This is an optimization exercise on Yosys and OpenROAD, whose aim is small area, not a production implementation.
The RTL was checked by simulation tests, not by an equivalence proof against the original design.
The clock cells of runs 1 and 3 to 6 come from the design's own scripts or RTL, not from TritonCTS.
The clock port is modelled as an ideal driver, which makes a skipped or thinned clock tree look cheaper than it is; a real chip needs a root buffer or a tree.
No activity file was given, so power comes from the tool's default toggle rates.

## design/flow/design.v

```verilog
module counter_sat(clk, rclear, clear, ready, q);
   parameter WIDTH = 12;
   parameter [WIDTH-1:0] START = 0;
   parameter [WIDTH-1:0] RSTART = 0;
   parameter [WIDTH-1:0] TAPS = 0;
   input              clk;
   input              rclear;
   input              clear;
   output             ready;
   output [WIDTH-1:0] q;
   reg [WIDTH-1:0] s;
   wire low_zero = ~|s[WIDTH-2:0];
   wire fb = (^(s & TAPS)) & ~low_zero;
   always @(posedge clk)
     if (rclear)
       s <= RSTART;
     else if (clear)
       s <= START;
     else
       s <= {s[WIDTH-2:0], fb};
   assign ready = low_zero & ~s[WIDTH-1];
   assign q = s;
endmodule
module binary_counter(v, down, inc, u);
   input  [7:0] v;
   input        down;
   input        inc;
   output [7:0] u;
   wire [7:0] w = v ^ {8{down}};
   wire [7:0] t;
   assign t[0] = inc;
   genvar i;
   generate
      for (i = 1; i < 8; i = i + 1) begin : g
         assign t[i] = t[i-1] & w[i-1];
      end
   endgenerate
   assign u = v ^ t;
endmodule
module gray_counter(clk, load, d, q);
   input            clk;
   input            load;
   input      [7:0] d;
   output reg [7:0] q;
   always @(posedge clk)
     if (load)
       q <= d;
endmodule
module life_1d(clk, rs, event0, event1, d, q);
   parameter RULE150 = 0;
   input            clk;
   input            rs;         
   input            event0;
   input            event1;
   input      [7:0] d;          
   output reg [7:0] q;
   reg        run;
   reg [11:0] timer;
   wire low_zero = ~|timer[10:0];
   wire fb = timer[11] ^ timer[7] ^ timer[1] ^ timer[0] ^ low_zero;
   wire gen = run & low_zero & timer[11];
   always @(posedge clk)
     timer <= {timer[10:0], run & fb};
   always @(posedge clk)
     if (rs)
       run <= 1'b0;
     else if (event1)
       run <= ~run;
   wire [7:0] nxt;
   genvar i;
   generate
      for (i = 0; i < 8; i = i + 1) begin : g
         wire l = q[(i + 1) % 8];
         wire c = q[i];
         wire r = q[(i + 7) % 8];
         if (RULE150)
           assign nxt[i] = l ^ c ^ r;
         else
           assign nxt[i] = l ^ (c | r);
      end
   endgenerate
   always @(posedge clk)
     if (rs | (~run & event0))
       q <= d;
     else if (gen)
       q <= nxt;
endmodule
module bemicro_top(
   input  wire CLK_FPGA_50M,
   input  wire RST_N,
   input  wire CPU_RST_N,
   input  wire PBSW_N,
   output wire F_LED0,
   output wire F_LED1,
   output wire F_LED2,
   output wire F_LED3,
   output wire F_LED4,
   output wire F_LED5,
   output wire F_LED6,
   output wire F_LED7
   );
   wire clk = CLK_FPGA_50M;
   reg         rst_done;            
   wire        rs = ~(RST_N & rst_done);
   wire [11:0] f0;
   wire        f0_is_r31 = ~f0[11] & ~f0[6] & ~f0[1];  
   always @(posedge clk)
     rst_done <= RST_N & (rst_done | f0_is_r31);
   reg [1:0] pb_s0, pb_s1, pb_in;
   always @(posedge clk) begin
      pb_s0 <= {PBSW_N, CPU_RST_N};
      pb_s1 <= pb_s0;
      pb_in <= pb_s1;
   end
   wire p0 = ~pb_in[0];
   wire p1 = ~pb_in[1];
   wire r0, r1;
   counter_sat #(.WIDTH(12), .START(12'hd41), .RSTART(12'h570), .TAPS(12'h883)) PB0_CNTR
     (.clk(clk), .rclear(~RST_N), .clear(p0 & rst_done), .ready(r0), .q(f0));
   counter_sat #(.WIDTH(10), .START(10'h177), .TAPS(10'h204)) PB1_CNTR
     (.clk(clk), .rclear(1'b0), .clear(p1 | ~rst_done), .ready(r1), .q());
   wire e0 = p0 & ~p1 & r0;
   wire e1 = p1 & ~p0 & r1;
   wire em = p0 & p1 & (r0 | r1);
   reg [1:0] mode;
   always @(posedge clk)
     if (rs)
       mode <= 2'd0;
     else if (em)
       mode <= mode + 2'd1;
   wire sel0 = (mode == 2'd0) & rst_done;   
   wire sel1 = (mode == 2'd1);
   wire sel2 = (mode == 2'd2);
   wire sel3 = (mode == 2'd3);
   wire [7:0] c0, c1, l2, l3;
   wire [7:0] v = ({8{sel0}} & c0) | ({8{sel1}} & c1) |
                  ({8{sel2}} & l2) | ({8{sel3}} & l3);
   wire [7:0] u;
   binary_counter step_unit(.v(v), .down(~e0), .inc(rst_done), .u(u));
   gray_counter counter0(.clk(clk), .load(~rst_done | (sel0 & (e0 | e1))), .d(u), .q(c0));
   gray_counter counter1(.clk(clk), .load(~rst_done | (sel1 & (e0 | e1))), .d(u), .q(c1));
   life_1d #(.RULE150(0)) life_1d_0
     (.clk(clk), .rs(~rst_done), .event0(sel2 & e0), .event1(sel2 & e1), .d(u), .q(l2));
   life_1d #(.RULE150(1)) life_1d_1
     (.clk(clk), .rs(~rst_done), .event0(sel3 & e0), .event1(sel3 & e1), .d(u), .q(l3));
   wire [7:0] led = v ^ ({1'b0, v[7:1]} & {8{sel1}});
   assign {F_LED0,F_LED1,F_LED2,F_LED3,F_LED4,F_LED5,F_LED6,F_LED7} = ~led;
endmodule
```

## design/flow/flow/run.sh

```bash
#!/bin/bash
# Layout flow: the standard ORFS flow (standard.sh), with three changes:
#  - synthesis maps the logic with an area-oriented ABC script
#    (flow/synth_abc.tcl, flow/abc_area.script); the rest of the synthesis,
#    flip-flop mapping, flattening and renaming are the standard flow's own;
#  - the port buffers are sky130_fd_sc_hd__buf_1 cells;
#  - after CTS, the clock tree is rebuilt as CK_K buffers (CK_BUF) driven by
#    the clock port, each at the centre of its group of flip-flops
#    (flow/clock_tree.tcl); routing and finishing then run as standard.
# Each tool's output goes to its own log in this folder.
set -euo pipefail
W=$PWD
export FLOW_ABC_SCRIPT=$W/flow/abc_area.script
export FLOW_SYNTH_TCL=$W/synth_recipe.tcl
sed "s#SYNTH_SCRIPT=[^ ]*#SYNTH_SCRIPT=$W/flow/synth_abc.tcl#" standard.sh > flow_make.sh
grep -q "SYNTH_SCRIPT=$W/flow/synth_abc.tcl" flow_make.sh
export BUFFER_PORTS_ARGS="-buffer_cell sky130_fd_sc_hd__buf_1"
export CTS_ARGS="-sink_clustering_enable -repair_clock_nets -dont_use_dummy_load"
bash flow_make.sh cts > flow_to_cts.log 2>&1
RES=$W/orfs/results/$FLOW_PLATFORM/bemicro_top/base
PLATFORM_DIR=$FLOW_HOME/platforms/$FLOW_PLATFORM \
CK_K=${CK_K:-4} CK_BUF=${CK_BUF:-sky130_fd_sc_hd__clkbuf_16} \
IN_DB=$RES/4_cts.odb IN_SDC=$RES/4_cts.sdc OUT_DB=$RES/4_cts.odb \
  openroad -no_init -exit flow/clock_tree.tcl > clock_tree.log 2>&1
bash flow_make.sh > flow_finish.log 2>&1
```

## design/flow/flow/abc_area.script

```
&get -n
&st
&dch -x
&nf -a -R 1000
&put
```

## design/flow/flow/clock_tree.tcl

```tcl
# Rebuild the clock network after CTS: the clock port drives K buffers
# (BUF), each placed at the centre of its group of clock sinks (k-means on
# sink locations); the tree CTS built is removed.
set P $::env(PLATFORM_DIR)
set K $::env(CK_K)
set BUF $::env(CK_BUF)
read_liberty $P/lib/sky130_fd_sc_hd__tt_025C_1v80.lib
read_db $::env(IN_DB)
read_sdc $::env(IN_SDC)
source $P/setRC.tcl
set db [ord::get_db]
set block [ord::get_db_block]
set pnet [$block findNet CLK_FPGA_50M]

# collect sinks: flip-flop clock pins reached through clock buffers
set sinks {}
set bufs {}
set todo [list $pnet]
while {[llength $todo]} {
  set net [lindex $todo 0]; set todo [lrange $todo 1 end]
  foreach it [$net getITerms] {
    if {[$it isOutputSignal]} continue
    set inst [$it getInst]
    set m [[$inst getMaster] getName]
    if {[string match sky130_fd_sc_hd__clkbuf_* $m] || [string match sky130_fd_sc_hd__clkinv_* $m]} {
      if {[string match *clkinv* $m]} { error "inverter in clock tree" }
      lappend bufs $inst
      lappend todo [[$inst findITerm X] getNet]
    } else {
      lappend sinks $it
    }
  }
}
puts "sinks [llength $sinks], old buffers [llength $bufs]"
# detach sinks, destroy old tree
foreach it $sinks { $it disconnect }
foreach inst $bufs {
  set onet [[$inst findITerm X] getNet]
  odb::dbInst_destroy $inst
  odb::dbNet_destroy $onet
}
# sink locations
set xs {}; set ys {}
foreach it $sinks {
  set b [[$it getInst] getBBox]
  lappend xs [expr {([$b xMin] + [$b xMax]) / 2.0}]
  lappend ys [expr {([$b yMin] + [$b yMax]) / 2.0}]
}
set n [llength $sinks]
# k-means, seeded by spreading along the longer die side
set dbox [$block getDieArea]
for {set k 0} {$k < $K} {incr k} {
  set cx($k) [expr {[$dbox xMin] + ([$dbox dx]) * (2*$k+1) / (2.0*$K)}]
  set cy($k) [expr {[$dbox yMin] + ([$dbox dy]) / 2.0}]
}
for {set iter 0} {$iter < 50} {incr iter} {
  for {set k 0} {$k < $K} {incr k} { set sx($k) 0; set sy($k) 0; set cnt($k) 0 }
  for {set i 0} {$i < $n} {incr i} {
    set best 0; set bd 1e30
    for {set k 0} {$k < $K} {incr k} {
      set d [expr {abs([lindex $xs $i]-$cx($k)) + abs([lindex $ys $i]-$cy($k))}]
      if {$d < $bd} { set bd $d; set best $k }
    }
    set grp($i) $best
    set sx($best) [expr {$sx($best) + [lindex $xs $i]}]
    set sy($best) [expr {$sy($best) + [lindex $ys $i]}]
    incr cnt($best)
  }
  for {set k 0} {$k < $K} {incr k} {
    if {$cnt($k)} { set cx($k) [expr {$sx($k)/$cnt($k)}]; set cy($k) [expr {$sy($k)/$cnt($k)}] }
  }
}
set master [$db findMaster $BUF]
for {set k 0} {$k < $K} {incr k} {
  if {!$cnt($k)} continue
  set inst [odb::dbInst_create $block $master "clkbuf_leaf_$k"]
  set onet [odb::dbNet_create $block "clknet_leaf_$k"]
  $onet setSigType CLOCK
  [$inst findITerm A] connect $pnet
  [$inst findITerm X] connect $onet
  set vdd [$inst findITerm VPWR]
  $inst setLocation [expr {int($cx($k))}] [expr {int($cy($k))}]
  $inst setPlacementStatus PLACED
  set leafnet($k) $onet
  puts "leaf $k: $cnt($k) sinks at [expr {int($cx($k))}] [expr {int($cy($k))}]"
}
for {set i 0} {$i < $n} {incr i} { [lindex $sinks $i] connect $leafnet($grp($i)) }
detailed_placement
check_placement
set_propagated_clock [all_clocks]
estimate_parasitics -placement
set worst 0
foreach p [get_pins -hierarchical */CLK] {
  foreach rf {rise fall} { set v [get_property $p slew_max_$rf]; if {$v > $worst} {set worst $v} }
}
puts "worst CLK slew $worst"
report_clock_skew
report_worst_slack -max
report_worst_slack -min
write_db $::env(OUT_DB)
```

## design/flow/flow/synth_abc.tcl

```tcl
# The standard flow's synthesis (synth_recipe.tcl, which runs ORFS's synth.tcl) with one
# change: ABC maps the logic with flow/abc_area.script, an area-oriented
# script, instead of ORFS's speed script.  Flip-flops are mapped before ABC
# runs, so the registers are those of the standard synthesis.
proc abc {args} {
  set i [lsearch -exact $args -script]
  if {$i >= 0} { lset args [expr {$i + 1}] $::env(FLOW_ABC_SCRIPT) }
  yosys abc {*}$args
}
source $::env(FLOW_SYNTH_TCL)
```

## design/flow/standard.sh

```bash
#!/bin/bash
# synth_recipe.tcl (not shown) runs the flow's synth.tcl, then flattens the netlist and writes it again
# the make line also repeats each setting of config.mk as NAME=value (left out here)
make -C /OpenROAD-flow-scripts/flow DESIGN_CONFIG=/design/flow/config.mk WORK_HOME=/design/flow/orfs CLKGATE_MAP_FILE= SYNTH_SCRIPT=/design/flow/synth_recipe.tcl "${@:-finish}"
```

## design/flow/config.mk

```make
export PLATFORM = sky130hd
export DESIGN_NAME = bemicro_top
export DESIGN_NICKNAME = bemicro_top
export VERILOG_FILES = /design/flow/design.v
export SDC_FILE = /design/flow/constraint.sdc
export NUM_CORES = 4
export LEC_CHECK = 0
export CAP_MARGIN = 20
export CORE_MARGIN = 2
export CORE_UTILIZATION = 40
export SLEW_MARGIN = 20
```

## design/flow/constraint.sdc

```tcl
create_clock -name core_clock -period 5.0 [get_ports {CLK_FPGA_50M}]
set_input_delay 1.0000 -clock core_clock [delete_from_list [all_inputs] [get_ports {CLK_FPGA_50M}]]
set_output_delay 1.0000 -clock core_clock [all_outputs]
set_load 0.01 [all_outputs]
```

==> flow_metrics.tcl, run 1 <==
set metrics [dict create \
    power_mw 1.313 \
    drt_iter0_markers 117 \
    clk_latency_ns 0.16 \
    path_max_fanout 8 \
    syn_inst 311 \
    reg2reg_from "mode[0]$_SDFFE_PN0P_" \
    slew_headroom_pct 45.75 \
    drt-met1-wl_um 2810 \
    vias_per_cell 4.915 \
    hp-class "reg -> reg" \
    cp.required_ns 4.91 \
    worst-path-buf-inv 1 \
    clock-sinks 89 \
    rr_endpoint "life_1d_0.q[7]$_DFFE_PP_" \
    ys_seq_area_share_pct 61.07 \
    crit_chain "clkinv_1, ha_1, and2_0, a222oi_1, nand2_1, xnor2_1, nand2_1, nor3_1, nand3_1, nor3_1, xnor2_1, nand2_1, o21ai_0" \
    synth_cell_types 25 \
    grt_max_degree 27 \
    path_depth 13 \
    postRouteAntennaNets 0 \
    start_kind "register" \
    holdBufCountCts 0 \
    die_x_um 96.77 \
    leakagePower_nw 1.472 \
    synth_seq_cells 89 \
    area_delta_synth_final_pct 8.979 \
    antenna_cells 0 \
    routedWlPerCell_um 13.58 \
    status "finished clean" \
    crit_start "mode[0]$_SDFFE_PN0P_" \
    num_rows 33 \
    tightest_slew_ns 0.8121 \
    start_util_pct 41.47 \
    finalSetupViolations 0 \
    period_share_pct 63.70 \
    synthTopCellsByArea "dfxtp_1 33%, edfxtp_1 28%, xor2_1 8.1%" \
    yosysWarnings 6 \
    antenna_found_initial 0 \
    io_buffers 11 \
    synth_top_area_share_pct 33.15 \
    finalHoldViolCount 0 \
    yosysTopAreaCell "dfxtp_1" \
    fp.dieH_um 96.77 \
    drc 0 \
    syn_nets 320 \
    core-area_mm2 0.008299 \
    max_freq_mhz 314.0 \
    endpoint_kind "register" \
    grt_pass1_wl_um 10060 \
    dp_hpwl_um 4322 \
    tns_ns 0 \
    utilization_pct 45.20 \
    max-cap-violations 0 \
    grt_pass1_vias 2091 \
    fin_crit_ns 3.185 \
    arrival_ns 3.09 \
    rrSetupSlack_ns 1.82 \
    dr.pass1.iters 5 \
    drive_gt1_share_pct 2.727 \
    crit_family "simple AND/OR/NAND/NOR gates" \
    post-cts-setup-buffer-count 0 \
    grt_use_total_pct 13.14 \
    syn_area_mm2 0.003442 \
    grt_overflow 0 \
    layout_common_cells "57 x dfxtp_1, 57 x nand2_1, 32 x xor2_1, 32 x edfxtp_1, 23 x o21ai_0" \
    path_clk_slew_ns 0.09 \
    cpPeakStageDelay_ns 0.37 \
    vdd_drop_max_mv 0.2206 \
    highest_layer "met4" \
    crit_top_cell "nand2_1" \
    rsz0062_at_grt "false" \
    via_count 2138 \
    met2_length_um 2828 \
    cts-resized-gates 0 \
    critical_path_class "reg -> reg" \
    cellPowerDensity_mw_per_mm2 350.0 \
    wl_um 5908 \
    fin_skew_ns 0.01400 \
    ff2ff_path_depth 13 \
    gp_congestion 0.8178 \
    nets 341 \
    avgSynthCellArea_um2 11.07 \
    slowest_stage "dfxtp_1" \
    die_area_mm2 0.009363 \
    io_pins 12 \
    crit_end "life_1d_0.q[7]$_DFFE_PP_" \
    met3_length_um 166 \
    slew_viol_final 0 \
]
## cells in the mapped netlist, drive strengths merged
cell and count:
a211oi 1, a21boi 2, a21o 1, a21oi 4, a222oi 8, and2 2, and3 8, clkinv 6
dfxtp 57, edfxtp 32, ha 5, nand2 57, nand2b 4, nand3 6, nand4b 1, nor2 19
nor3 6, nor4 7, nor4b 1, o21a 1, o21ai 23, o21bai 2, or2 6, xnor2 20
xor2 32
## through the flow
stage,area [µm²],hold slack (ns),cells,setup slack (ns)
6_report,3751,0.3327,435,1.815
4_1_cts,3775,0.3287,440,1.604
5_1_grt,3751,0.3542,435,1.345
3_3_place_gp,3651,0.3110,431,1.928
3_5_place_dp,3651,0.3121,431,1.855
2_1_floorplan,3442,0.3096,311,1.196
## worst min path at each step
stage	from	end	slack [ns]	depth (start not counted)
after floorplan	pb_s1[0]$_DFF_P_	pb_in[0]$_DFF_P_	0.31	0
after global placement	pb_s1[1]$_DFF_P_	pb_in[1]$_DFF_P_	0.31	0
after detailed placement	pb_s0[1]$_DFF_P_	pb_s1[1]$_DFF_P_	0.31	0
after CTS	pb_s0[0]$_DFF_P_	pb_s1[0]$_DFF_P_	0.33	0
after global routing	pb_s0[1]$_DFF_P_	pb_s1[1]$_DFF_P_	0.35	0
final	pb_s0[0]$_DFF_P_	pb_s1[0]$_DFF_P_	0.33	0
## logic make-up (layout without fill, tap and decap cells)
family,Yosys count,after routing,share of synthesized area [%]
xor gates and xnor gates,52,52,13.23
buffers and inverters,6,25,0.6543
DFF,89,89,61.07
and+or+nand+nor,117,117,15.45
adders and majority gates,5,5,1.818
AOI/OAI and AO/OA,42,42,7.779
## layout make-up
cell class                      count  area, µm²
Fill cell                         765       4548
Tap cell                          105      131.4
Inverter                            6      22.52
Buffer                              4      100.1
Multi-Input combinational cell    216       1324
Sequential cell                    89       2102
Timing Repair Buffer               15      71.32
## state kept, by name, indices dropped and copies added, names as in the netlist
name             count
counter0.q           8
PB0_CNTR.s          12
counter1.q           8
life_1d_1.q          8
life_1d_0.timer     12
pb_s1                2
mode                 2
life_1d_0.run        1
life_1d_0.q          8
PB1_CNTR.s          10
rst_done             1
life_1d_1.timer     12
pb_s0                2
life_1d_1.run        1
pb_in                2
## layer usage
layer / track usage (%) / vias up
li1: - / 1117
met1: 17.77 / 981
met2: 21.26 / 31
met3: 2.168 / 9
met4: 4.984 / 0
met5: 0 / -
## report_power, final
part	total (mW)	leakage (nW)	internal [mW]	switching [mW]
Combinational	0.142	0.579	0.0681	0.0741
Sequential	0.854	0.843	0.810	0.0438
Clock	0.317	0.0493	0.146	0.171
==> run 2, diff against run 1 <==
==> design/flow/flow/run.sh (replaced) <==
#!/bin/bash
# Layout flow: the standard ORFS flow (standard.sh), with these changes:
#  - synthesis maps the logic with several area-oriented ABC scripts
#    (flow/abc/*.script) and keeps the smallest result (flow/synth_abc.tcl);
#    ORFS's separate half/full-adder mapping step is left out (ABC maps that
#    logic too); the rest of the synthesis, flip-flop mapping, flattening
#    and renaming are the standard flow's own (synth_recipe.tcl);
#  - the port buffers are sky130_fd_sc_hd__buf_1 cells;
set -euo pipefail
W=$PWD
export FLOW_ABC_DIR=$W/flow/abc
export FLOW_SYNTH_TCL=$W/synth_recipe.tcl
sed "s#SYNTH_SCRIPT=[^ ]*#SYNTH_SCRIPT=$W/flow/synth_abc.tcl ADDER_MAP_FILE=#" standard.sh > flow_make.sh
grep -q "SYNTH_SCRIPT=$W/flow/synth_abc.tcl ADDER_MAP_FILE=" flow_make.sh
export BUFFER_PORTS_ARGS="-buffer_cell sky130_fd_sc_hd__buf_1"
export CTS_ARGS="-sink_clustering_enable -repair_clock_nets -dont_use_dummy_load"
bash flow_make.sh cts > flow_to_cts.log 2>&1
RES=$W/orfs/results/$FLOW_PLATFORM/bemicro_top/base
PLATFORM_DIR=$FLOW_HOME/platforms/$FLOW_PLATFORM \
CK_MAX_SLEW=${CK_MAX_SLEW:-0.110} \
IN_DB=$RES/4_cts.odb IN_SDC=$RES/4_cts.sdc OUT_DB=$RES/4_cts.odb \
  openroad -no_init -exit flow/clock_tree.tcl > clock_tree.log 2>&1
bash flow_make.sh > flow_finish.log 2>&1
==> design/flow/flow/abc/s10.script (new file) <==
&get -n
&st
&dc2
&dch
&nf -p -R 1000
&put
==> design/flow/flow/abc/s11.script (new file) <==
strash
dc2
dch -f
amap -m
==> design/flow/flow/abc/s12.script (new file) <==
&get -n
&st
&dch -x
&nf -a -R 1000
&st
&dch -x
&nf -a -R 1000
&put
==> design/flow/flow/abc/s13.script (new file) <==
&get -n
&st
&dch -x
&nf -a -R 1000 -C 32
&put
==> design/flow/flow/abc/s14.script (new file) <==
&get -n
&st
&syn2
&dch -x
&nf -a -R 1000
&put
==> design/flow/flow/abc/s2.script (new file) <==
&get -n
&st
&dch
&nf -R 1000
&put
==> design/flow/flow/abc/s5.script (new file) <==
strash
ifraig
scorr
dc2
dretime
strash
&get -n
&dch -f
&nf -R 1000
&put
==> design/flow/flow/abc/s6.script (new file) <==
&get -n
&st
&dch
&nf -R 1000
&st
&dch
&nf -R 1000
&put
==> design/flow/flow/abc/s8.script (new file) <==
&get -n
&st
&dch -x
&nf -a -R 1000
&put
==> design/flow/flow/abc/s9.script (new file) <==
&get -n
&st
&syn2
&dch
&nf -R 1000
&put
==> design/flow/flow/clock_tree.tcl (replaced) <==
# Rebuild the clock network after CTS.  The clock port drives K buffers
# (K <= 4), each at the centre of its group of clock sinks (k-means on the
# sink locations); every K from 1 to 4 is tried, each buffer takes the
# smallest clkbuf size whose sinks' clock slew stays within CK_MAX_SLEW
# (ns, estimated from placement), and the smallest feasible network is
# kept.  The tree CTS built is removed.
set P $::env(PLATFORM_DIR)
set target $::env(CK_MAX_SLEW)
read_liberty $P/lib/sky130_fd_sc_hd__tt_025C_1v80.lib
read_db $::env(IN_DB)
read_sdc $::env(IN_SDC)
source $P/setRC.tcl
set_propagated_clock [all_clocks]
set db [ord::get_db]
set block [ord::get_db_block]
set pnet [$block findNet CLK_FPGA_50M]
set sizes {sky130_fd_sc_hd__clkbuf_2 sky130_fd_sc_hd__clkbuf_4 sky130_fd_sc_hd__clkbuf_8 sky130_fd_sc_hd__clkbuf_16}

# collect the sinks (flip-flop clock pins), through CTS's buffers
set sinks {}
set bufs {}
set todo [list $pnet]
while {[llength $todo]} {
  set net [lindex $todo 0]; set todo [lrange $todo 1 end]
  foreach it [$net getITerms] {
    if {[$it isOutputSignal]} continue
    set inst [$it getInst]
    set m [[$inst getMaster] getName]
    if {[string match sky130_fd_sc_hd__clkbuf_* $m]} {
      lappend bufs $inst
      lappend todo [[$inst findITerm X] getNet]
    } elseif {[string match sky130_fd_sc_hd__df* $m] || [string match sky130_fd_sc_hd__edf* $m]} {
      lappend sinks $it
    } else {
      error "unexpected clock load $m"
    }
  }
}
puts "sinks [llength $sinks], CTS buffers [llength $bufs]"
foreach it $sinks { $it disconnect }
foreach inst $bufs {
  set onet [[$inst findITerm X] getNet]
  odb::dbInst_destroy $inst
  odb::dbNet_destroy $onet
}
set n [llength $sinks]
set xs {}; set ys {}
foreach it $sinks {
  set b [[$it getInst] getBBox]
  lappend xs [expr {([$b xMin] + [$b xMax]) / 2.0}]
  lappend ys [expr {([$b yMin] + [$b yMax]) / 2.0}]
}
set dbox [$block getDieArea]

proc kmeans {K} {
  upvar n n xs xs ys ys dbox dbox
  for {set k 0} {$k < $K} {incr k} {
    set cx($k) [expr {[$dbox xMin] + [$dbox dx] * (2*$k+1) / (2.0*$K)}]
    set cy($k) [expr {[$dbox yMin] + [$dbox dy] / 2.0}]
  }
  for {set iter 0} {$iter < 100} {incr iter} {
    for {set k 0} {$k < $K} {incr k} { set sx($k) 0; set sy($k) 0; set cnt($k) 0 }
    set grp {}
    for {set i 0} {$i < $n} {incr i} {
      set best 0; set bd 1e30
      for {set k 0} {$k < $K} {incr k} {
        set d [expr {abs([lindex $xs $i]-$cx($k)) + abs([lindex $ys $i]-$cy($k))}]
        if {$d < $bd} { set bd $d; set best $k }
      }
      lappend grp $best
      set sx($best) [expr {$sx($best) + [lindex $xs $i]}]
      set sy($best) [expr {$sy($best) + [lindex $ys $i]}]
      incr cnt($best)
    }
    for {set k 0} {$k < $K} {incr k} {
      if {$cnt($k)} { set cx($k) [expr {$sx($k)/$cnt($k)}]; set cy($k) [expr {$sy($k)/$cnt($k)}] }
    }
  }
  set cents {}
  for {set k 0} {$k < $K} {incr k} { lappend cents [list [expr {int($cx($k))}] [expr {int($cy($k))}] $cnt($k)] }
  return [list $grp $cents]
}

set leaves {}
proc build {grp cents masters} {
  upvar db db block block pnet pnet sinks sinks leaves leaves
  foreach it $sinks { if {[$it getNet] ne "NULL"} { $it disconnect } }
  foreach inst $leaves {
    set onet [[$inst findITerm X] getNet]
    odb::dbInst_destroy $inst
    odb::dbNet_destroy $onet
  }
  set leaves {}
  set k 0
  foreach c $cents m $masters {
    set inst [odb::dbInst_create $block [$db findMaster $m] "clkbuf_leaf_$k"]
    set onet [odb::dbNet_create $block "clknet_leaf_$k"]
    $onet setSigType CLOCK
    [$inst findITerm A] connect $pnet
    [$inst findITerm X] connect $onet
    $inst setLocation [lindex $c 0] [lindex $c 1]
    $inst setPlacementStatus PLACED
    lappend leaves $inst
    incr k
  }
  set i 0
  foreach it $sinks {
    $it connect [[[lindex $leaves [lindex $grp $i]] findITerm X] getNet]
    incr i
  }
}
proc leaf_slews {} {
  upvar leaves leaves
  estimate_parasitics -placement
  set res {}
  foreach inst $leaves {
    set w 0
    foreach it [[[$inst findITerm X] getNet] getITerms] {
      if {[$it getInst] == $inst} continue
      set p [get_pins "[[$it getInst] getName]/[[$it getMTerm] getName]"]
      foreach rf {rise fall} { set v [get_property $p slew_max_$rf]; if {$v > $w} {set w $v} }
    }
    lappend res $w
  }
  return $res
}
proc masters_area {ms} {
  upvar db db
  set a 0
  foreach m $ms { set mm [$db findMaster $m]; set a [expr {$a + [$mm getWidth] * [$mm getHeight]}] }
  return $a
}

set best_area 1e30
set best {}
for {set K 1} {$K <= 4} {incr K} {
  lassign [kmeans $K] grp cents
  set ms {}
  foreach c $cents { lappend ms [lindex $sizes end] }
  build $grp $cents $ms
  set sl [leaf_slews]
  set ok 1
  foreach s $sl { if {$s > $target} { set ok 0 } }
  puts "K=$K all clkbuf_16: slews $sl"
  if {!$ok} continue
  # downsize each leaf to the smallest size that keeps its slew
  for {set k 0} {$k < $K} {incr k} {
    foreach m $sizes {
      lset ms $k $m
      [lindex $leaves $k] swapMaster [$db findMaster $m]
      set s [lindex [leaf_slews] $k]
      if {$s <= $target} break
    }
  }
  set sl [leaf_slews]
  set area [masters_area $ms]
  puts "K=$K masters $ms slews $sl area $area"
  set ok 1
  foreach s $sl { if {$s > $target} { set ok 0 } }
  if {$ok && $area < $best_area} { set best_area $area; set best [list $grp $cents $ms] }
}
if {$best eq ""} { error "no clock network meets the slew target" }
lassign $best grp cents ms
build $grp $cents $ms
puts "chosen: $ms"
detailed_placement
check_placement
estimate_parasitics -placement
puts "leaf slews: [leaf_slews]"
report_clock_skew
report_worst_slack -max
report_worst_slack -min
write_db $::env(OUT_DB)
==> design/flow/flow/synth_abc.tcl (replaced) <==
# The standard flow's synthesis (synth_recipe.tcl, which runs ORFS's synth.tcl) with one
# change: ABC maps the logic with each area-oriented script in flow/abc/ in
# turn, and the smallest result is kept.  Flip-flops are mapped before ABC
# runs, so the registers are those of the standard synthesis.
proc abc {args} {
  set i [lsearch -exact $args -script]
  set libargs {}
  foreach {k v} $args { if {$k eq "-liberty"} { lappend libargs -liberty $v } }
  set scripts [lsort [glob $::env(FLOW_ABC_DIR)/*.script]]
  design -save pre_abc
  set best ""
  set best_area 1e30
  foreach s $scripts {
    design -load pre_abc
    set a $args
    lset a [expr {$i + 1}] $s
    yosys abc {*}$a
    opt_clean
    set rep [tee -q -s result.string stat {*}$libargs]
    if {![regexp {Chip area for module[^:]*:\s*([0-9.]+)} $rep -> area]} { error "no area for $s" }
    puts "ABC script [file tail $s]: area $area"
    if {$area < $best_area} { set best_area $area; set best $s }
  }
  puts "ABC script chosen: [file tail $best] ($best_area)"
  design -load pre_abc
  set a $args
  lset a [expr {$i + 1}] $best
  yosys abc {*}$a
}
source $::env(FLOW_SYNTH_TCL)
--- a/design/flow/config.mk
+++ b/design/flow/config.mk
@@ -7,5 +7,6 @@
 export LEC_CHECK = 0
 export CAP_MARGIN = 20
 export CORE_MARGIN = 2
-export CORE_UTILIZATION = 40
+export CORE_UTILIZATION = 85
+export GPL_TIMING_DRIVEN = 0
 export SLEW_MARGIN = 20
removed: design/flow/flow/abc_area.script
==> run 2 against run 1 <==
  * The flow now stops in clock tree synthesis (4_1_cts)
  * Synthesized cell count shrank 2.3%
  * Synthesized area shrank 1.6%
==> flow_metrics.tcl, run 2 <==
set metrics [dict create \
    dp_hpwl_um 6170 \
    error_line "[ERROR DPL-0033] detailed placement checks failed during check placement." \
    synth_top_family_by_area "simple AND/OR/NAND/NOR gates" \
    die_x_um 67.11 \
    avgSynthCellArea_um2 11.14 \
    synth-xor-area-share_pct 12.93 \
    synth_cell_types 29 \
    syn_area_mm2 0.003386 \
    synthArstFlopShare_pct 0 \
    io_pins 12 \
    fp.dieH_um 67.11 \
    cts_buffers 9 \
    clockBufferDepth 2 \
    num_rows 22 \
    start_util_pct 90.44 \
    synth_compound_area_share_pct 8.352 \
    synthFlopType "dfxtp_1" \
    ys_seq_area_share_pct 62.08 \
    lastStage "clock tree synthesis (4_1_cts)" \
    yosysMostFrequentCell "dfxtp_1" \
    status "stopped before the end" \
    synthTopCellsByArea "dfxtp_1 34%, edfxtp_1 28%, xor2_1 7.8%" \
    io_buffers 11 \
    yosys.area_share.adder_pct 0 \
    holdBufCountCts 0 \
    gp_congestion 0.7887 \
    synthSimpleGateAreaFrac_pct 16.52 \
    synth_top_area_share_pct 33.70 \
    clock-sinks 89 \
    cts-resized-gates 0 \
    yosysWarnings 6 \
    synthMuxAreaShare_pct 0 \
    root_buffer "clkbuf_8" \
    synth_seq_cells 89 \
    syn_inst 304 \
    cts_htree_levels 3 \
    synth_edf_count 32 \
    syn_nets 308 \
    post-cts-setup-buffer-count 0 \
    synth_commonest_cells "57 x dfxtp_1, 51 x nand2_1, 32 x edfxtp_1" \
    yosysTopAreaCell "dfxtp_1" \
]
## run 2: cell count changes after synthesis, moves of 3 or more
cell | before | now
nand2_1 | 57 | 51
clkinv_1 | 6 | 1
ha_1 | 5 | 0
nand3b_1 | 0 | 4
nand4_1 | 0 | 4
a222oi_1 | 8 | 5
## run 2: kinds of logic after synthesis
kind of cell              after synthesis
xor gates and xnor gates               50
DFF                                    89
AOI/OAI and AO/OA                      46
buffers and inverters                   1
and+or+nand+nor                       118
## run 2: how the worst min path moves through the flow
stage	startpoint	to	slack (ns)
2_1_floorplan	pb_s1[0]$_DFF_P_	pb_in[0]$_DFF_P_	0.31
3_3_place_gp	pb_s1[1]$_DFF_P_	pb_in[1]$_DFF_P_	0.31
3_5_place_dp	pb_s1[0]$_DFF_P_	pb_in[0]$_DFF_P_	0.31
## run 2: stage by stage
step,area [µm²],cells,setup WS (ns),utilization [%],power (mW)
after floorplan,3386,304,1.873,-,0.9821
after global placement,3487,363,1.201,93.15,1.010
after detailed placement,3511,365,1.400,93.78,1.044
## run 2: power by group through the flow
stage	Combinational, mW	Sequential (mW)	Clock (mW)
3_3_place_gp	0.133	0.877	0
2_1_floorplan	0.118	0.864	0
3_5_place_dp	0.156	0.889	0
==> run 3, diff against run 2 <==
--- a/design/flow/config.mk
+++ b/design/flow/config.mk
@@ -7,6 +7,7 @@
 export LEC_CHECK = 0
 export CAP_MARGIN = 20
 export CORE_MARGIN = 2
-export CORE_UTILIZATION = 85
+export CORE_UTILIZATION = 70
 export GPL_TIMING_DRIVEN = 0
+export PLACE_DENSITY = 0.9
 export SLEW_MARGIN = 20
==> run 3 against run 2 <==
  * Synthesized area is the same
  * Now clean on timing, DRC and antenna
  * Synthesized cell count is the same
==> flow_metrics.tcl, run 3 <==
set metrics [dict create \
    status "finished clean" \
    grt_overflow 0 \
    slew_viol_final 0 \
    start_kind "register" \
    postRouteAntennaNets 0 \
    reg2reg_from "rst_done$_DFF_P_" \
    drt_iter0_markers 202 \
    gp_congestion 0.8097 \
    antenna_found_initial 0 \
    finalSetupViolations 0 \
    wl_um 5762 \
    post-cts-setup-buffer-count 0 \
    vias_per_cell 5.821 \
    cp.required_ns 4.00 \
    final_common_cell "dfxtp_1" \
    leakagePower_nw 1.411 \
    yosysTopAreaCell "dfxtp_1" \
    synth_top_area_share_pct 33.70 \
    fp.dieH_um 73.55 \
    synthArstFlopShare_pct 0 \
    cellPowerDensity_mw_per_mm2 358.1 \
    grt_pass1_wl_um 9853 \
    arrival_ns 2.50 \
    rr_endpoint "life_1d_0.q[6]$_DFFE_PP_" \
    top_regs "PB0_CNTR.s (12), life_1d_0.timer (12), life_1d_1.timer (12)" \
    drive_gt1_share_pct 2.188 \
    max_freq_mhz 285.9 \
    finalHoldViolCount 0 \
    critical_path_class "reg -> out" \
    cts-resized-gates 0 \
    rsz0062_at_grt "false" \
    synth_commonest_cells "57 x dfxtp_1, 51 x nand2_1, 32 x edfxtp_1" \
    layout_common_cells "57 x dfxtp_1, 51 x nand2_1, 32 x edfxtp_1" \
    utilization_pct 76.48 \
    clock-sinks 89 \
    yosysMostFrequentCell "dfxtp_1" \
    tns_ns 0 \
    antenna_cells 0 \
    die_area_mm2 0.005409 \
    synth_cell_types 29 \
    grt_max_degree 29 \
    synthFlopType "dfxtp_1" \
    syn_nets 308 \
    path_clk_slew_ns 0.11 \
    area_delta_synth_final_pct 5.987 \
    max-cap-violations 0 \
    io_pins 12 \
    hp-class "reg -> reg" \
    crit_start "rst_done$_DFF_P_" \
    holdPathEnd "pb_in[0]$_DFF_P_" \
    fin_crit_ns 3.498 \
    synthTopCellsByArea "dfxtp_1 34%, edfxtp_1 28%, xor2_1 7.8%" \
    endpoint_kind "output pin" \
    fin_skew_ns 0.01991 \
    grt_pass1_vias 2117 \
    hp-start "pb_s1[0]$_DFF_P_" \
    nets 326 \
    dp_hpwl_um 4227 \
    num_rows 25 \
    clk_latency_ns 0.16 \
    io_buffers 11 \
    synth_edf_count 32 \
    synth_seq_cells 89 \
    holdBufCountCts 0 \
    ff2ff_path_depth 10 \
    yosysWarnings 6 \
    core-area_mm2 0.004692 \
    fill_cells 310 \
    period_share_pct 69.96 \
    dr.pass1.iters 4 \
    min_delay_path_depth 0 \
    die_x_um 73.55 \
    routedWlPerCell_um 15.41 \
    avgSynthCellArea_um2 11.14 \
    via_count 2177 \
    power_mw 1.285 \
    tightest_slew_ns 0.9273 \
    ys_seq_area_share_pct 62.08 \
    drc 0 \
    start_util_pct 72.16 \
    syn_inst 304 \
    vdd_drop_max_mv 0.3045 \
    path_max_fanout 17 \
    rrSetupSlack_ns 1.56 \
    grt_use_total_pct 23.85 \
    slew_headroom_pct 37.81 \
    syn_area_mm2 0.003386 \
]
-- run 3: kinds of logic after synthesis --
group | count (synthesis) | share of synthesized area (%)
AO/OA/AOI/OAI | 46 | 8.351
flip-flops | 89 | 62.08
XOR/XNOR | 50 | 12.93
buffers and inverters | 1 | 0.1108
AND/OR/NAND/NOR | 118 | 16.52
-- run 3: how the worst max path moves through the flow --
stage | end | slack, ns | depth (start not counted)
6_report | F_LED2 | 1.50 | 5
5_1_grt | life_1d_0.q[6]$_DFFE_PP_ | 1.15 | 10
4_1_cts | F_LED2 | 1.33 | 5
3_5_place_dp | life_1d_0.q[6]$_DFFE_PP_ | 1.59 | 10
3_3_place_gp | life_1d_0.q[6]$_DFFE_PP_ | 1.24 | 10
2_1_floorplan | life_1d_0.q[7]$_DFFE_PP_ | 1.87 | 10
-- run 3: area by class of cell --
class / instances / area [µm²] / share of cell area (%)
Tap cell: 54 / 67.56 / 1.883
Timing Repair Buffer: 12 / 46.29 / 1.290
Buffer: 4 / 77.57 / 2.162
Sequential cell: 89 / 2102 / 58.58
Multi-Input combinational cell: 214 / 1291 / 35.98
Inverter: 1 / 3.754 / 0.1046
-- run 3: critical path, cell delays in order (launching register included) --
cell and delay, ns:
dfxtp_1 0.69, nor3b_1 0.79, a222oi_1 0.28, nand2_1 0.25
xor2_1 0.16, buf_1 0.16
-- run 3: power by group --
group / switching, mW / leakage [nW] / total (mW) / internal, mW
clock: 0.162 / 0.0390 / 0.272 / 0.111
sequential: 0.0492 / 0.843 / 0.864 / 0.815
combinational: 0.0806 / 0.529 / 0.149 / 0.0679
-- run 3: layer usage --
layer | vias to the layer above | part of all wire [%] | track usage, %
met5 | - | 0 | 0
met4 | 0 | 0.69 | 7.273
met3 | 5 | 4.4 | 5.350
met2 | 59 | 48 | 37.50
met1 | 1006 | 46 | 33.18
li1 | 1107 | - | -
-- run 3: through the flow --
step           cells  setup slack (ns)  cell area (µm²)  hold WS (ns)
3_5_place_dp     370             1.591             3511        0.3121
6_report         374             1.502             3588        0.3348
5_1_grt          374             1.150             3588        0.3444
4_1_cts          379             1.328             3635        0.3270
3_3_place_gp     369             1.241             3495        0.3118
2_1_floorplan    304             1.873             3386        0.3096
==> run 4, diff against run 3 <==
--- a/design/flow/config.mk
+++ b/design/flow/config.mk
@@ -9,5 +9,4 @@
 export CORE_MARGIN = 2
 export CORE_UTILIZATION = 70
 export GPL_TIMING_DRIVEN = 0
-export PLACE_DENSITY = 0.9
 export SLEW_MARGIN = 20
==> run 4 against run 3 <==
  * Still clean on timing, DRC and antenna
  * Total power grew 0.78%
  * Via count fell by 3.0%
  * Global-route usage is 2.0 points lower
  * Fmax increased by 0.68%
  * Clock skew shrank 0.011 ns
  * Cell count is the same
  * Cell area is 0.31% higher
  * Routed wire length shrank 6.2%
  * Sequential power about the same
  * Setup slack better by 0.024 ns
  * Synthesized cell count unchanged
  * Sequential cell count is the same
==> flow_metrics.tcl, run 4 <==
set metrics [dict create \
    path_max_fanout 17 \
    io_buffers 11 \
    grt_pass1_wl_um 9032 \
    reg2reg_from "rst_done$_DFF_P_" \
    path_clk_slew_ns 0.08 \
    gp_congestion 0.8789 \
    syn_area_mm2 0.003386 \
    avgSynthCellArea_um2 11.14 \
    finalSetupViolations 0 \
    slew_headroom_pct 38.43 \
    synthTopCellsByArea "dfxtp_1 34%, edfxtp_1 28%, xor2_1 7.8%" \
    wl_um 5406 \
    pre_cts_ws_ns 1.568 \
    fin_crit_ns 3.474 \
    ys_seq_area_share_pct 62.08 \
    drc 0 \
    syn_inst 304 \
    io_pins 12 \
    layout_setup_ws_ns 1.526 \
    clock-sinks 89 \
    endpoint_kind "output pin" \
    area_delta_synth_final_pct 6.319 \
    ff2ff_path_depth 10 \
    crit_family "simple AND/OR/NAND/NOR gates" \
    yosysTopAreaCell "dfxtp_1" \
    vias_per_cell 5.644 \
    slew_viol_final 0 \
    path_depth 5 \
    arrival_ns 2.47 \
    status "finished clean" \
    final_common_cell "dfxtp_1" \
    holdBufCountCts 0 \
    grt_overflow 0 \
    drive_gt1_share_pct 2.188 \
    antenna_found_initial 0 \
    crit_start "rst_done$_DFF_P_" \
    layout_common_cells "57 x dfxtp_1, 51 x nand2_1, 32 x edfxtp_1" \
    dpl_cell_area_mm2 0.003511 \
    fin_skew_ns 0.009380 \
    crit_end "F_LED2" \
    num_rows 25 \
    synth_commonest_cells "57 x dfxtp_1, 51 x nand2_1, 32 x edfxtp_1" \
    routedWlPerCell_um 14.45 \
    vdd_drop_max_mv 0.3166 \
    synthFlopType "dfxtp_1" \
    use_met2_pct 32.64 \
    synthArstFlopShare_pct 0 \
    synth_seq_cells 89 \
    rsz0062_at_grt "false" \
    start_kind "register" \
    max_freq_mhz 287.8 \
    synth_top_area_share_pct 33.70 \
    tightest_slew_ns 0.9175 \
    drt_iter0_markers 170 \
    design_area_mm2 0.003600 \
    dr.pass1.iters 4 \
    crit_chain "nor3b_1, a222oi_1, nand2_1, xor2_1, buf_1" \
    fp.dieH_um 73.55 \
    leakagePower_nw 1.416 \
    post-cts-setup-buffer-count 0 \
    power_mw 1.295 \
    rr_endpoint "life_1d_0.q[6]$_DFFE_PP_" \
    grt_use_met1_pct 33.03 \
    cpPeakStageDelay_ns 0.80 \
    hp-class "reg -> reg" \
    tns_ns 0 \
    nets 326 \
    max-cap-violations 0 \
    grt_use_total_pct 21.85 \
    postRouteAntennaNets 0 \
    period_share_pct 69.48 \
    rrSetupSlack_ns 1.55 \
    cp.required_ns 4.00 \
    start_util_pct 72.16 \
    grt_pass1_vias 1913 \
    yosysMostFrequentCell "dfxtp_1" \
    busiest_layer "met1" \
    grt_max_degree 29 \
    die_x_um 73.55 \
    synth_cell_types 29 \
    top_regs "PB0_CNTR.s (12), life_1d_0.timer (12), life_1d_1.timer (12)" \
    cellPowerDensity_mw_per_mm2 359.7 \
    dp_hpwl_um 4011 \
    die_area_mm2 0.005409 \
    yosysWarnings 6 \
    worst-path-buf-inv 1 \
    clk_latency_ns 0.15 \
    grt_use_met3_pct 3.567 \
    slowest_stage "nor3b_1" \
    finalHoldViolCount 0 \
    antenna_cells 0 \
    core-area_mm2 0.004692 \
    via_count 2111 \
    cts-resized-gates 0 \
    critical_path_class "reg -> out" \
    syn_nets 308 \
    synth_edf_count 32 \
]
-- run 4: cell counts after synthesis --
No cell type changed its count.
-- run 4: cells by family after synthesis --
logic type / after synthesis / share of synthesized area [%]
buffers and inverters: 1 / 0.1108
AO/OA/AOI/OAI: 46 / 8.351
XOR/XNOR: 50 / 12.93
flip-flops: 89 / 62.08
AND/OR/NAND/NOR: 118 / 16.52
-- run 4: worst min path at each step --
stage | start | depth (start not counted) | slack [ns] | end
final | pb_s1[1]$_DFF_P_ | 0 | 0.33 | pb_in[1]$_DFF_P_
after global routing | pb_s1[1]$_DFF_P_ | 0 | 0.34 | pb_in[1]$_DFF_P_
after CTS | pb_s1[1]$_DFF_P_ | 0 | 0.33 | pb_in[1]$_DFF_P_
after detailed placement | pb_s1[1]$_DFF_P_ | 0 | 0.31 | pb_in[1]$_DFF_P_
after global placement | pb_s0[1]$_DFF_P_ | 0 | 0.31 | pb_s1[1]$_DFF_P_
after floorplan | pb_s1[0]$_DFF_P_ | 0 | 0.31 | pb_in[0]$_DFF_P_
-- run 4: layout make-up --
class	count	area, µm²
Timing Repair Buffer	12	46.29
Multi-Input combinational cell	214	1291
Buffer	4	88.84
Inverter	1	3.754
Fill cell	322	1092
Sequential cell	89	2102
Tap cell	54	67.56
-- run 4: stage by stage --
stage | std cells | hold WS, ns | util [%]
after floorplan | 304 | 0.3096 | -
after global placement | 369 | 0.3122 | 74.48
after detailed placement | 370 | 0.3121 | 74.83
after CTS | 379 | 0.3305 | 77.47
after global routing | 374 | 0.3429 | 76.72
final | 374 | 0.3320 | 76.72
-- run 4: worst reg2reg max path, delay by kind of cell, from the launching register on --
kind / cells / cell delay, ns
and+or+nand+nor: 6 / 1.65
DFF: 1 / 0.66
AOI/OAI and AO/OA: 3 / 0.62
xor gates and xnor gates: 1 / 0.36
-- run 4: report_power, final --
part           total [mW]  internal (mW)  switching, mW
registers           0.863          0.815         0.0482
logic               0.144         0.0679         0.0761
clock network       0.288          0.128          0.160
total                1.29           1.01          0.284
-- run 4: routing by layer --
metal  vias up  share of wire [%]
met5         -                  0
met4         0                1.2
met3         6                3.3
met2        31                 44
met1       967                 52
li1       1107                  -
==> run 5, diff against run 4 <==
--- a/design/flow/design.v
+++ b/design/flow/design.v
@@ -3,21 +3,23 @@
    parameter [WIDTH-1:0] START = 0;
    parameter [WIDTH-1:0] RSTART = 0;
    parameter [WIDTH-1:0] TAPS = 0;
+   localparam [WIDTH-1:0] INV = {(WIDTH+1)/2{2'b01}};
    input              clk;
    input              rclear;
    input              clear;
    output             ready;
    output [WIDTH-1:0] q;
-   reg [WIDTH-1:0] s;
+   reg  [WIDTH-1:0] r;
+   wire [WIDTH-1:0] s = r ^ INV;
    wire low_zero = ~|s[WIDTH-2:0];
    wire fb = (^(s & TAPS)) & ~low_zero;
    always @(posedge clk)
      if (rclear)
-       s <= RSTART;
+       r <= RSTART ^ INV;
      else if (clear)
-       s <= START;
+       r <= START ^ INV;
      else
-       s <= {s[WIDTH-2:0], fb};
+       r <= {s[WIDTH-2:0], fb} ^ INV;
    assign ready = low_zero & ~s[WIDTH-1];
    assign q = s;
 endmodule
@@ -41,10 +43,12 @@
    input            clk;
    input            load;
    input      [7:0] d;
-   output reg [7:0] q;
+   output     [7:0] q;
+   reg [7:0] qn;     
    always @(posedge clk)
      if (load)
-       q <= d;
+       qn <= ~d;
+   assign q = ~qn;
 endmodule
 module life_1d(clk, rs, event0, event1, d, q);
    parameter RULE150 = 0;
@@ -53,7 +57,7 @@
    input            event0;
    input            event1;
    input      [7:0] d;          
-   output reg [7:0] q;
+   output     [7:0] q;
    reg        run;
    reg [11:0] timer;
    wire low_zero = ~|timer[10:0];
@@ -79,11 +83,13 @@
            assign nxt[i] = l ^ (c | r);
       end
    endgenerate
+   reg [7:0] qn;     
    always @(posedge clk)
      if (rs | (~run & event0))
-       q <= d;
+       qn <= ~d;
      else if (gen)
-       q <= nxt;
+       qn <= ~nxt;
+   assign q = ~qn;
 endmodule
 module bemicro_top(
    input  wire CLK_FPGA_50M,
==> run 5 against run 4 <==
  * Synthesized cell count rose by 0.33%
  * Via count rose by 2.6%
  * Clock skew rose by 0.012 ns
  * Total power fell by 3.2%
  * Combinational power fell by 11%
  * Hold slack got worse by 0.0013 ns
  * Utilization fell by 0.42 points
  * Routed wire length rose by 3.8%
  * Register-to-register slack improved by 0.08 ns
==> flow_metrics.tcl, run 5 <==
set metrics [dict create \
    arrival_ns 3.36 \
    cts-resized-gates 0 \
    syn_inst 305 \
    hp-class "reg -> reg" \
    core-area_mm2 0.004661 \
    holdBufCountCts 0 \
    grt_overflow 0 \
    layout_common_cells "57 x dfxtp_1, 39 x nor2_1, 36 x nand2_1" \
    synthArstFlopShare_pct 0 \
    vdd_drop_max_mv 0.3421 \
    final_common_cell "dfxtp_1" \
    drt_iter0_markers 147 \
    antenna_found_initial 0 \
    synthFlopType "dfxtp_1" \
    top_regs "PB0_CNTR.r (12), life_1d_0.timer (12), life_1d_1.timer (12)" \
    tns_ns 0 \
    antenna_cells 0 \
    vias_per_cell 5.758 \
    grt_pass1_vias 1987 \
    fin_crit_ns 3.368 \
    power.share.clock_pct 22.9 \
    area_delta_synth_final_pct 6.682 \
    finalSetupViolations 0 \
    crit_start "PB0_CNTR.r[0]$_SDFF_PN1_" \
    post-cts-setup-buffer-count 0 \
    die_area_mm2 0.005330 \
    slowest_stage "nand3b_1" \
    multi_input_area_mm2 0.001230 \
    power_mw 1.254 \
    synth_commonest_cells "57 x dfxtp_1, 39 x nor2_1, 36 x nand2_1" \
    regArea_mm2 0.002102 \
    max-cap-violations 0 \
    endpoint_kind "register" \
    cp.required_ns 4.99 \
    synth_seq_cells 89 \
    dp_hpwl_um 4014 \
    start_kind "register" \
    clk_latency_ns 0.16 \
    postRouteAntennaNets 0 \
    max_freq_mhz 296.9 \
    yosysMostFrequentCell "dfxtp_1" \
    period_share_pct 67.37 \
    fp.dieH_um 73.01 \
    dr.pass1.iters 4 \
    grt_use_total_pct 23.24 \
    wl_um 5613 \
    path_clk_slew_ns 0.08 \
    synth_cell_types 22 \
    slew_viol_final 0 \
    synth_edf_count 32 \
    synthTopCellsByArea "dfxtp_1 34%, edfxtp_1 29%, xnor2_1 7.6%" \
    start_util_pct 71.52 \
    io_buffers 11 \
    cpPeakStageDelay_ns 0.47 \
    grt_pass1_wl_um 9439 \
    die_x_um 73.01 \
    synth_top_area_share_pct 34.23 \
    comb_power_share_pct 10.2 \
    path_max_fanout 11 \
    fill_cells 321 \
    avgSynthCellArea_um2 10.93 \
    via_count 2165 \
    gp_congestion 0.8092 \
    critical_path_class "reg -> reg" \
    cellPowerDensity_mw_per_mm2 352.7 \
    leakagePower_nw 1.280 \
    hp-start "pb_s0[1]$_DFF_P_" \
    syn_area_mm2 0.003333 \
    fin_skew_ns 0.02092 \
    num_rows 25 \
    yosysWarnings 6 \
    p_seq_share_pct 66.8 \
    p_switching_uw 266.0 \
    crit_chain "nand4_1, nor4_1, nand4_1, nor2_1, nand3b_1, clkinv_1, o21ai_0, a21oi_1, nand4_1, nor2_1, o21ai_0, xnor2_1, nand2_1, o21ai_0" \
    drive_gt1_share_pct 2.484 \
    syn_nets 309 \
    yosysTopAreaCell "dfxtp_1" \
    io_pins 12 \
    grt_max_degree 26 \
    reg2reg_from "PB0_CNTR.r[0]$_SDFF_PN1_" \
    crit_family "simple AND/OR/NAND/NOR gates" \
    routedWlPerCell_um 14.93 \
    clock-sinks 89 \
    rsz0062_at_grt "false" \
    worst-path-buf-inv 1 \
    drc 0 \
    slew_headroom_pct 46.53 \
    finalHoldViolCount 0 \
    p_int_uw 988.0 \
    tightest_slew_ns 0.7967 \
    nets 328 \
    ys_seq_area_share_pct 63.06 \
    netSwitchingFraction_pct 21.21 \
    status "finished clean" \
]
## run 5: worst paths after layout
path	end	slack (ns)	depth (start not counted)
setup / recovery	life_1d_0.qn[7]$_DFFE_PP_	1.63	14
hold / removal	pb_s1[1]$_DFF_P_	0.33	0
setup reg to reg	life_1d_0.qn[7]$_DFFE_PP_	1.63	14
hold reg to reg	pb_s1[1]$_DFF_P_	0.33	0
## run 5: layout make-up
cell class / instances / share of cell area [%]
plain buffers: 4 / 2.498
inverters: 3 / 0.3167
repair buffers: 13 / 1.583
well taps: 54 / 1.900
multi-input cells: 213 / 34.59
flip-flops and latches: 89 / 59.11
## run 5: routing by layer
metal | global-route usage [%] | vias up | routed length [µm]
li1 | - | 1094 | -
met1 | 33.30 | 1025 | 2701
met2 | 36.14 | 42 | 2675
met3 | 5.249 | 4 | 214
met4 | 5.967 | 0 | 21
met5 | 0 | - | 0
## run 5: cells by family after synthesis
| group | Yosys count | share of synthesized area [%] |
|---|---|---|
| and+or+nand+nor | 113 | 14.87 |
| xor gates and xnor gates | 52 | 13.66 |
| AOI/OAI and AO/OA | 48 | 8.070 |
| buffers and inverters | 3 | 0.3378 |
| DFF | 89 | 63.06 |
## run 5: stage by stage
stage	instance area (µm²)	utilization, %	hold slack, ns	std cells	setup slack, ns
global route	3556	76.30	0.3395	376	1.142
global placement	3442	73.85	0.3111	370	1.131
floorplan	3333	-	0.3096	305	2.084
finish	3556	76.30	0.3307	376	1.632
detailed placement	3467	74.39	0.3138	372	1.724
CTS	3591	77.05	0.3161	381	1.687
## run 5: power by group through the flow
| stage | registers, mW | clock network [mW] | logic (mW) |
|---|---|---|---|
| after floorplan | 0.843 | 0 | 0.105 |
| after global placement | 0.852 | 0 | 0.122 |
| after detailed placement | 0.854 | 0 | 0.126 |
| after CTS | 0.838 | 0.369 | 0.128 |
| after global routing | 0.844 | 0.318 | 0.145 |
| final | 0.838 | 0.288 | 0.128 |
==> run 6, diff against run 5 <==
--- a/design/flow/flow/clock_tree.tcl
+++ b/design/flow/flow/clock_tree.tcl
@@ -1,6 +1,6 @@
 # Rebuild the clock network after CTS.  The clock port drives K buffers
 # (K <= 4), each at the centre of its group of clock sinks (k-means on the
-# sink locations); every K from 1 to 4 is tried, each buffer takes the
+# sink locations, groups free or of equal size); every K from 1 to 4 is tried, each buffer takes the
 # smallest clkbuf size whose sinks' clock slew stays within CK_MAX_SLEW
 # (ns, estimated from placement), and the smallest feasible network is
 # kept.  The tree CTS built is removed.
@@ -52,30 +52,45 @@
 }
 set dbox [$block getDieArea]
 
-proc kmeans {K} {
+proc kmeans {K balanced} {
   upvar n n xs xs ys ys dbox dbox
+  # k-means, optionally with a cap on the group size (balanced groups):
+  # sinks are assigned in order of their distance to the nearest centre,
+  # each to the nearest centre whose group is not yet full
+  set cap [expr {$balanced ? int(ceil(double($n) / $K)) : $n}]
   for {set k 0} {$k < $K} {incr k} {
     set cx($k) [expr {[$dbox xMin] + [$dbox dx] * (2*$k+1) / (2.0*$K)}]
     set cy($k) [expr {[$dbox yMin] + [$dbox dy] / 2.0}]
   }
   for {set iter 0} {$iter < 100} {incr iter} {
+    set order {}
+    for {set i 0} {$i < $n} {incr i} {
+      set ds {}
+      for {set k 0} {$k < $K} {incr k} {
+        lappend ds [list $k [expr {abs([lindex $xs $i]-$cx($k)) + abs([lindex $ys $i]-$cy($k))}]]
+      }
+      set ds [lsort -real -index 1 $ds]
+      lappend order [list $i [lindex $ds 0 1] $ds]
+    }
+    set order [lsort -real -decreasing -index 1 $order]
     for {set k 0} {$k < $K} {incr k} { set sx($k) 0; set sy($k) 0; set cnt($k) 0 }
-    set grp {}
-    for {set i 0} {$i < $n} {incr i} {
-      set best 0; set bd 1e30
-      for {set k 0} {$k < $K} {incr k} {
-        set d [expr {abs([lindex $xs $i]-$cx($k)) + abs([lindex $ys $i]-$cy($k))}]
-        if {$d < $bd} { set bd $d; set best $k }
+    foreach o $order {
+      lassign $o i d0 ds
+      foreach kd $ds {
+        set k [lindex $kd 0]
+        if {$cnt($k) < $cap} break
       }
-      lappend grp $best
-      set sx($best) [expr {$sx($best) + [lindex $xs $i]}]
-      set sy($best) [expr {$sy($best) + [lindex $ys $i]}]
-      incr cnt($best)
+      set g($i) $k
+      set sx($k) [expr {$sx($k) + [lindex $xs $i]}]
+      set sy($k) [expr {$sy($k) + [lindex $ys $i]}]
+      incr cnt($k)
     }
     for {set k 0} {$k < $K} {incr k} {
       if {$cnt($k)} { set cx($k) [expr {$sx($k)/$cnt($k)}]; set cy($k) [expr {$sy($k)/$cnt($k)}] }
     }
   }
+  set grp {}
+  for {set i 0} {$i < $n} {incr i} { lappend grp $g($i) }
   set cents {}
   for {set k 0} {$k < $K} {incr k} { lappend cents [list [expr {int($cx($k))}] [expr {int($cy($k))}] $cnt($k)] }
   return [list $grp $cents]
@@ -133,15 +148,15 @@
 
 set best_area 1e30
 set best {}
-for {set K 1} {$K <= 4} {incr K} {
-  lassign [kmeans $K] grp cents
+foreach {K balanced} {1 0 2 0 2 1 3 0 3 1 4 0 4 1} {
+  lassign [kmeans $K $balanced] grp cents
   set ms {}
   foreach c $cents { lappend ms [lindex $sizes end] }
   build $grp $cents $ms
   set sl [leaf_slews]
   set ok 1
   foreach s $sl { if {$s > $target} { set ok 0 } }
-  puts "K=$K all clkbuf_16: slews $sl"
+  puts "K=$K balanced=$balanced all clkbuf_16: slews $sl"
   if {!$ok} continue
   # downsize each leaf to the smallest size that keeps its slew
   for {set k 0} {$k < $K} {incr k} {
@@ -154,7 +169,7 @@
   }
   set sl [leaf_slews]
   set area [masters_area $ms]
-  puts "K=$K masters $ms slews $sl area $area"
+  puts "K=$K balanced=$balanced masters $ms slews $sl area $area"
   set ok 1
   foreach s $sl { if {$s > $target} { set ok 0 } }
   if {$ok && $area < $best_area} { set best_area $area; set best [list $grp $cents $ms] }
--- a/design/flow/config.mk
+++ b/design/flow/config.mk
@@ -5,8 +5,8 @@
 export SDC_FILE = /design/flow/constraint.sdc
 export NUM_CORES = 4
 export LEC_CHECK = 0
-export CAP_MARGIN = 20
+export CAP_MARGIN = 5
 export CORE_MARGIN = 2
 export CORE_UTILIZATION = 70
 export GPL_TIMING_DRIVEN = 0
-export SLEW_MARGIN = 20
+export SLEW_MARGIN = 5
==> run 6 against run 5 <==
  * Still clean
  * Utilization fell by 0.19 points
  * Clock skew down 0.010 ns
  * Combinational power about the same
  * Register-to-register slack gained 0.07 ns
  * Synthesized cell count unchanged
  * Die area unchanged
  * Critical path type unchanged
  * Critical endpoint is now life_1d_1.qn[7]$_DFFE_PP_
  * Largest cell class unchanged
  * Largest power group unchanged
  * Highest routed layer unchanged
==> flow_metrics.tcl, run 6 <==
set metrics [dict create \
    design_area_mm2 0.003547 \
    avgSynthCellArea_um2 10.93 \
    syn_nets 309 \
    crit_chain "nand4_1, nor4_1, nand4_1, nor2_1, nand3b_1, clkinv_1, o21ai_0, a21oi_1, nand4_1, nor2_1, o21ai_0, xnor2_1, nand2_1, o21ai_0" \
    core-area_mm2 0.004661 \
    cts-resized-gates 0 \
    die_x_um 73.01 \
    cellPowerDensity_mw_per_mm2 350.8 \
    gp_congestion 0.8092 \
    syn_inst 305 \
    ys_seq_area_share_pct 63.06 \
    via_count 2167 \
    antenna_found_initial 0 \
    tightest_slew_ns 1.186 \
    area_delta_synth_final_pct 6.419 \
    period_share_pct 65.90 \
    io_buffers 11 \
    nets 328 \
    grt_use_met3_pct 3.591 \
    grt_use_total_pct 22.95 \
    post-cts-setup-buffer-count 0 \
    yosysWarnings 6 \
    utilization_pct 76.11 \
    dr.pass1.iters 5 \
    final_common_cell "dfxtp_1" \
    vdd_drop_max_mv 0.4404 \
    holdBufCountCts 0 \
    grt_pass1_wl_um 9418 \
    slew_headroom_pct 20.07 \
    crit_family "simple AND/OR/NAND/NOR gates" \
    finalHoldViolCount 0 \
    start_kind "register" \
    reg2reg_from "PB0_CNTR.r[0]$_SDFF_PN1_" \
    use_met2_pct 37.74 \
    io_pins 12 \
    fp.dieH_um 73.01 \
    critical_path_class "reg -> reg" \
    grt_overflow 0 \
    hp-class "reg -> reg" \
    arrival_ns 3.31 \
    rsz0062_at_grt "false" \
    postRouteAntennaNets 0 \
    fin_skew_ns 0.01058 \
    vias_per_cell 5.763 \
    clock-sinks 89 \
    synth_top_area_share_pct 34.23 \
    pre_cts_ws_ns 1.730 \
    antenna_cells 0 \
    drt_iter0_markers 97 \
    slew_viol_final 0 \
    dpl_cell_area_mm2 0.003467 \
    top_regs "PB0_CNTR.r (12), life_1d_0.timer (12), life_1d_1.timer (12)" \
    synthFlopType "dfxtp_1" \
    synthArstFlopShare_pct 0 \
    syn_area_mm2 0.003333 \
    max_freq_mhz 303.5 \
    grt_max_degree 31 \
    status "finished clean" \
    drc 0 \
    endpoint_kind "register" \
    synthTopCellsByArea "dfxtp_1 34%, edfxtp_1 29%, xnor2_1 7.6%" \
    clk_latency_ns 0.17 \
    tns_ns 0 \
    fin_crit_ns 3.295 \
    synth_cell_types 22 \
    wl_um 5615 \
    start_util_pct 71.52 \
    yosysTopAreaCell "dfxtp_1" \
    layout_setup_ws_ns 1.705 \
    path_clk_slew_ns 0.11 \
    power_mw 1.244 \
    layout_common_cells "57 x dfxtp_1, 39 x nor2_1, 36 x nand2_1" \
    synth_commonest_cells "57 x dfxtp_1, 39 x nor2_1, 36 x nand2_1" \
    grt_pass1_vias 2001 \
    crit_start "PB0_CNTR.r[0]$_SDFF_PN1_" \
    leakagePower_nw 1.275 \
    finalSetupViolations 0 \
    worst-path-buf-inv 1 \
    synth_seq_cells 89 \
    dp_hpwl_um 3990 \
    hp-start "pb_s1[1]$_DFF_P_" \
    num_rows 25 \
    drive_gt1_share_pct 2.484 \
    holdWs_ns 0.3307 \
    stdcell_count 376 \
    die_area_mm2 0.005330 \
    slowest_stage "nand3b_1" \
    path_max_fanout 11 \
    synth_edf_count 32 \
    cpPeakStageDelay_ns 0.46 \
    busiest_layer "met2" \
    cp.required_ns 5.02 \
    max-cap-violations 0 \
    dp_cells 372 \
    yosysMostFrequentCell "dfxtp_1" \
    routedWlPerCell_um 14.93 \
    grt_use_met1_pct 32.07 \
]
[run 6: kinds of logic after synthesis]
| family | count (synthesis) | share of synthesized area [%] |
|---|---|---|
| and+or+nand+nor | 113 | 14.87 |
| buffers and inverters | 3 | 0.3378 |
| xor gates and xnor gates | 52 | 13.66 |
| AOI/OAI and AO/OA | 48 | 8.070 |
| DFF | 89 | 63.06 |
[run 6: final cells by class]
type	count	area (µm²)
plain buffers	3	75.07
multi-input cells	213	1230
fillers	312	1114
well taps	54	67.56
inverters	3	11.26
repair buffers	14	61.31
flip-flops and latches	89	2102
[run 6: routing by layer]
metal	vias up	share of wire, %
met3	4	3.3
met5	-	0
li1	1096	-
met2	39	48
met4	0	0.98
met1	1028	48
[run 6: final timing paths]
check / cells after the start / slack, ns / endpoint
worst max-delay path: 14 / 1.71 / life_1d_1.qn[7]$_DFFE_PP_
worst min-delay path: 0 / 0.33 / pb_in[1]$_DFF_P_
worst max register to register: 14 / 1.71 / life_1d_1.qn[7]$_DFFE_PP_
worst min register to register: 0 / 0.33 / pb_in[1]$_DFF_P_
[run 6: worst register-to-register path: stages, from the launching register on]
cell      delay, ns
dfxtp_1        0.39
nand4_1        0.10
nor4_1         0.18
nand4_1        0.15
nor2_1         0.18
nand3b_1       0.46
clkinv_1       0.16
o21ai_0        0.08
a21oi_1        0.32
nand4_1        0.22
nor2_1         0.24
o21ai_0        0.15
xnor2_1        0.33
nand2_1        0.10
o21ai_0        0.09
[run 6: report_power, final]
part           leakage (nW)  total [mW]  switching, mW  internal (mW)
clock                0.0370       0.278          0.166          0.111
sequential            0.734       0.837         0.0378          0.800
combinational         0.504       0.129         0.0684         0.0609
total                  1.28        1.24          0.273          0.972

## separate check: timing with driven ports
The results above use ideal ports. As a check the final layouts listed here were re-extracted and re-timed, cells and wires unchanged.
Step 1 sets driving cells, clkbuf_16 on the clock port and buf_2 on the other inputs (assumed; they add their load-dependent delay and slew).
Step 2, shift: input delay + t, output delay - t, t = (earliest + latest rising clock arrival at the registers) / 2. This alone moves slack from input paths to output paths.
Slacks: no drivers / after step 1 / after step 2; pairs: no drivers / after step 1.
run | t, ns | slack for setup (ns) | worst setup path at the end | slew at the worst register clock pin (ns) | pins driven straight from the clock port
run 1 | 0.225 | 1.815 / 1.754 / 1.815 | register to register | 0.09 / 0.09 | 4
run 3 | 0.217 | 1.502 / 1.438 / 1.561 | register to register | 0.11 / 0.11 | 4
run 4 | 0.216 | 1.526 / 1.458 / 1.548 | register to register | 0.09 / 0.09 | 4
run 5 | 0.222 | 1.632 / 1.632 / 1.632 | register to register | 0.11 / 0.11 | 4
run 6 | 0.218 | 1.705 / 1.705 / 1.705 | register to register | 0.11 / 0.11 | 3
After both steps every run listed still meets setup and hold.
